Context: an optimization exercise on an open-source flow, tuned for small area and a short achievable clock period. The choices shown serve that exercise and are no tape-out recipe.
At most, simulation tests tie the RTL to the original design; equivalence was not proved.
Power and IR drop assume default switching activity.

## main
==> module leg_rd2, before the edit <==
module leg_rd2(input [6:0] s, input [6:0] d, input imm, input imm_b, input reg_b, input a, input m, output y, output b);
assign y = |(s & d);
assign b = (imm_b & imm) | (reg_b & y) | (a & m);
endmodule
clock: 10.0 ns
lec_check: 0
cap_margin: 20
core_margin: 2
core_utilization: 40
setup_slack_margin: 3
slew_margin: 20
synth_hierarchical: 1
standard.sh (not shown) runs the stock make flow with config.mk's settings and CLKGATE_MAP_FILE= SYNTH_SCRIPT=/design/flow/synth_recipe.tcl, a recipe that flattens the netlist after the stock synthesis.
==> flow/flow/run.sh <==
#!/bin/bash
# The standard ORFS layout with these changes:
#  - port buffers are buf_1 instead of the delay cell buffer_ports picks;
#  - after floorplan, logic cells that synthesis upsized are set back to their
#    smallest size (flow/downsize.tcl), so that repair upsizes only what
#    timing needs;
#  - clock tree from clkbuf_4 in clusters at most 30 um across, without dummy loads;
set -euo pipefail
HERE=$(pwd)
ARGS=(
  "BUFFER_PORTS_ARGS=-buffer_cell sky130_fd_sc_hd__buf_1"
  "POST_FLOORPLAN_TCL=$HERE/flow/downsize.tcl"
  "CTS_ARGS=-sink_clustering_enable -repair_clock_nets -buf_list sky130_fd_sc_hd__clkbuf_4 -dont_use_dummy_load -sink_clustering_max_diameter 30"
)
bash standard.sh "${ARGS[@]}" cts > standard_cts.log 2>&1
bash standard.sh "${ARGS[@]}" SETUP_SLACK_MARGIN=2.6 finish > standard_finish.log 2>&1
==> flow/flow/downsize.tcl <==
# Resize every logic cell that synthesis upsized back to its smallest drive
# strength; later repair steps upsize only what timing needs.
set n_down 0
foreach inst [[ord::get_db_block] getInsts] {
  set m [[$inst getMaster] getName]
  if {[string match "*df*" $m] || [string match "*conb*" $m] || [string match "*tap*" $m]} { continue }
  if {![regexp {^(sky130_fd_sc_hd__[a-z0-9]+)_([0-9]+)$} $m -> base drive]} { continue }
  foreach d {0 1 2} {
    if {$d >= $drive} { break }
    set cand ${base}_$d
    set lc [get_lib_cells -quiet */$cand]
    if {$lc == ""} { continue }
    if {[get_property $lc dont_use]} { continue }
    replace_cell [$inst getName] $cand
    incr n_down
    break
  }
}
puts "downsize: $n_down cells downsized"
Per the final summary, main finished and its layout is clean on timing, DRC and antenna.
Input changes introduced in the feature branch (baseline for comparison: main):
diff --git a/flow/design.v b/flow/design.v
--- a/flow/design.v
+++ b/flow/design.v
@@ -36,14 +36,28 @@
 	end
 endgenerate
 endmodule
 module leg_rd1(input [6:0] s, input [6:0] d, output y);
 assign y = |(s & d);
 endmodule
+module leg_aoi22(input a1, input a2, input b1, input b2, output y);
+assign y = ~((a1 & a2) | (b1 & b2));
+endmodule
+module leg_nand2(input a, input b, output y);
+assign y = ~(a & b);
+endmodule
+module leg_nand4(input a, input b, input c, input d, output y);
+assign y = ~(a & b & c & d);
+endmodule
 module leg_rd2(input [6:0] s, input [6:0] d, input imm, input imm_b, input reg_b, input a, input m, output y, output b);
-assign y = |(s & d);
+wire n0, n1, n2, n3;
+leg_aoi22 u_a0(.a1(s[0]), .a2(d[0]), .b1(s[1]), .b2(d[1]), .y(n0));
+leg_aoi22 u_a1(.a1(s[2]), .a2(d[2]), .b1(s[3]), .b2(d[3]), .y(n1));
+leg_aoi22 u_a2(.a1(s[4]), .a2(d[4]), .b1(s[5]), .b2(d[5]), .y(n2));
+leg_nand2 u_a3(.a(s[6]), .b(d[6]), .y(n3));
+leg_nand4 u_o(.a(n0), .b(n1), .c(n2), .d(n3), .y(y));
 assign b = (imm_b & imm) | (reg_b & y) | (a & m);
 endmodule
 module leg_gn(input a, input b, input nandi, output gn);
 assign gn = ~(a & b & nandi);
 endmodule
 module leg_tn(input a, input b, output tn);
==> run summary <==
- Diff main -> the feature branch: smallest setup slack after layout now smaller; sequential share of the synthesized area fell 1.6 points; utilization went down by 1.1 points; total power consumption of the routed design up about 0.3%.
- Die footprint, the feature branch vs main: up by a few percent
- The feature branch ended up with more standard cells than main.
- As far as final worst hold slack is concerned, main and the feature branch perform about the same.
- Going from main to the feature branch, sum of buffers and inverters on the critical path now larger; number of distinct library cells after synthesis now larger; via count of the first global-routing pass now larger.

The RTL this note starts from:
==> flow/design.v <==
module LEGLiteSingle(
	output [15:0] iaddr,    
	output [15:0] daddr,    
	output        dwrite,   
	output        dread,    
	output [15:0] dwdata,   
	output [15:0] alu_out,  
	input         clock,
	input  [15:0] idata,    
	input  [15:0] ddata,    
	input         reset
	);
wire [3:0] op = idata[15:12];
wire [2:0] rd = idata[2:0];
wire [2:0] rn = idata[5:3];
wire [2:0] rm = idata[11:9];
wire [15:0] imm = {{10{idata[11]}}, idata[11:6]};
wire is_add  = (op == 4'd0);
wire is_ld   = (op == 4'd5);
wire is_st   = (op == 4'd6);
wire is_cbz  = (op == 4'd7);
wire is_addi = (op == 4'd8);
wire is_andi = (op == 4'd9);
wire use_imm = is_ld | is_st | is_addi | is_andi;
wire regwrite = is_add | is_ld | is_addi | is_andi;
reg [15:0] r0, r1, r2, r3, r4, r5, r6;
function automatic [15:0] rdreg(input [2:0] a, input [15:0] q0, q1, q2, q3, q4, q5, q6);
	case (a)
	3'd0: rdreg = q0;
	3'd1: rdreg = q1;
	3'd2: rdreg = q2;
	3'd3: rdreg = q3;
	3'd4: rdreg = q4;
	3'd5: rdreg = q5;
	3'd6: rdreg = q6;
	default: rdreg = 16'd0;
	endcase
endfunction
wire [2:0] ra2 = (op[3:1] == 3'b011) ? rd : rm;
wire [15:0] rdata1 = rdreg(rn,  r0, r1, r2, r3, r4, r5, r6);
wire [15:0] rdata2 = rdreg(ra2, r0, r1, r2, r3, r4, r5, r6);
wire [15:0] opb = use_imm ? imm : rdata2;
wire [15:0] sum = rdata1 + opb;
wire [15:0] result = is_andi ? (rdata1 & imm) : is_cbz ? rdata1 : sum;
assign alu_out = result;
assign daddr   = result;
assign dwdata  = rdata2;
assign dread   = is_ld;
assign dwrite  = is_st;
wire [15:0] wdata = is_ld ? ddata : result;
always @(posedge clock) begin
	if (regwrite) begin
		case (rd)
		3'd0: r0 <= wdata;
		3'd1: r1 <= wdata;
		3'd2: r2 <= wdata;
		3'd3: r3 <= wdata;
		3'd4: r4 <= wdata;
		3'd5: r5 <= wdata;
		3'd6: r6 <= wdata;
		default: ;
		endcase
	end
end
reg [15:1] pc;
wire taken = is_cbz & (rdata1 == 16'd0);
wire [15:1] pc_inc = taken ? imm[14:0] : 15'd1;
always @(posedge clock) begin
	if (reset) pc <= 15'd0;
	else pc <= pc + pc_inc;
end
assign iaddr = {pc, 1'b0};
endmodule
clock: 10.0 ns
lec_check: 0
cap_margin: 20
core_margin: 2
core_utilization: 40
slew_margin: 20
run.sh (not shown) runs the stock make flow with config.mk's settings and CLKGATE_MAP_FILE= SYNTH_SCRIPT=/design/flow/synth_recipe.tcl, a recipe that flattens the netlist after the stock synthesis.
Stock flow here: none of the scripts above is used.
The starting point went through all stages and came out clean.
Rerun with:
--- a/flow/design.v
+++ b/flow/design.v
@@ -25,16 +25,9 @@
 wire regwrite = is_add | is_ld | is_addi | is_andi;
 reg [15:0] r0, r1, r2, r3, r4, r5, r6;
 function automatic [15:0] rdreg(input [2:0] a, input [15:0] q0, q1, q2, q3, q4, q5, q6);
-	case (a)
-	3'd0: rdreg = q0;
-	3'd1: rdreg = q1;
-	3'd2: rdreg = q2;
-	3'd3: rdreg = q3;
-	3'd4: rdreg = q4;
-	3'd5: rdreg = q5;
-	3'd6: rdreg = q6;
-	default: rdreg = 16'd0;
-	endcase
+	rdreg = ({16{a == 3'd0}} & q0) | ({16{a == 3'd1}} & q1) | ({16{a == 3'd2}} & q2)
+	      | ({16{a == 3'd3}} & q3) | ({16{a == 3'd4}} & q4) | ({16{a == 3'd5}} & q5)
+	      | ({16{a == 3'd6}} & q6);
 endfunction
 wire [2:0] ra2 = (op[3:1] == 3'b011) ? rd : rm;
 wire [15:0] rdata1 = rdreg(rn,  r0, r1, r2, r3, r4, r5, r6);
The new run passed the timing, design-rule and antenna checks.
Setup slack got worse by 0.082 ns.
Cell count came out higher by about 1.4%.
Routed wire length came out lower by 1.7%.
Clock-buffer cell count came out higher by 2.
Sequential power is about the same.
Flip-flop and latch count does not change.
Die area came out higher by 0.47%.
Register-to-register slack improved by 0.50 ns.
Clock power came out lower by 11%.
Function was not checked in any run of this note: the RTL went through the layout flow alone.

[port drivers added, routing unchanged]
Ports are ideal in the flow. The routed layouts listed here were re-timed in OpenROAD.
Step 1, drivers: a clkbuf_16 drives clock and a buf_2 each remaining input, both assumed.
Step 2 adds t to the input delays and takes it off the output delays; t is the mean of the earliest and latest rising clock arrival at the registers after step 1. Input paths then give back, and output paths get back, about the clock's delay inside the block.
Three values: ideal, step 1, step 2; two values: the first two.
run	t (ns)	setup WS [ns]	hold WS [ns]	clock arrival spread, ns
main	0.554	2.967 / 2.946 / 2.946	0.548 / 0.548 / 0.548	0.031 / 0.031
the feature branch	0.573	2.883 / 2.862 / 2.862	0.550 / 0.550 / 0.550	0.036 / 0.037
the first run of note 2	0.460	0.431 / 0.385 / 0.385	0.612 / 0.612 / 0.612	0.009 / 0.009
the second run of note 2	0.458	0.349 / 0.319 / 0.319	0.633 / 0.633 / 0.633	0.012 / 0.012
After both steps every run listed still meets setup and hold. For the first run of note 2, which loses most, drivers alone change the setup slack by -0.046 ns; drivers and shift together by -0.046 ns.
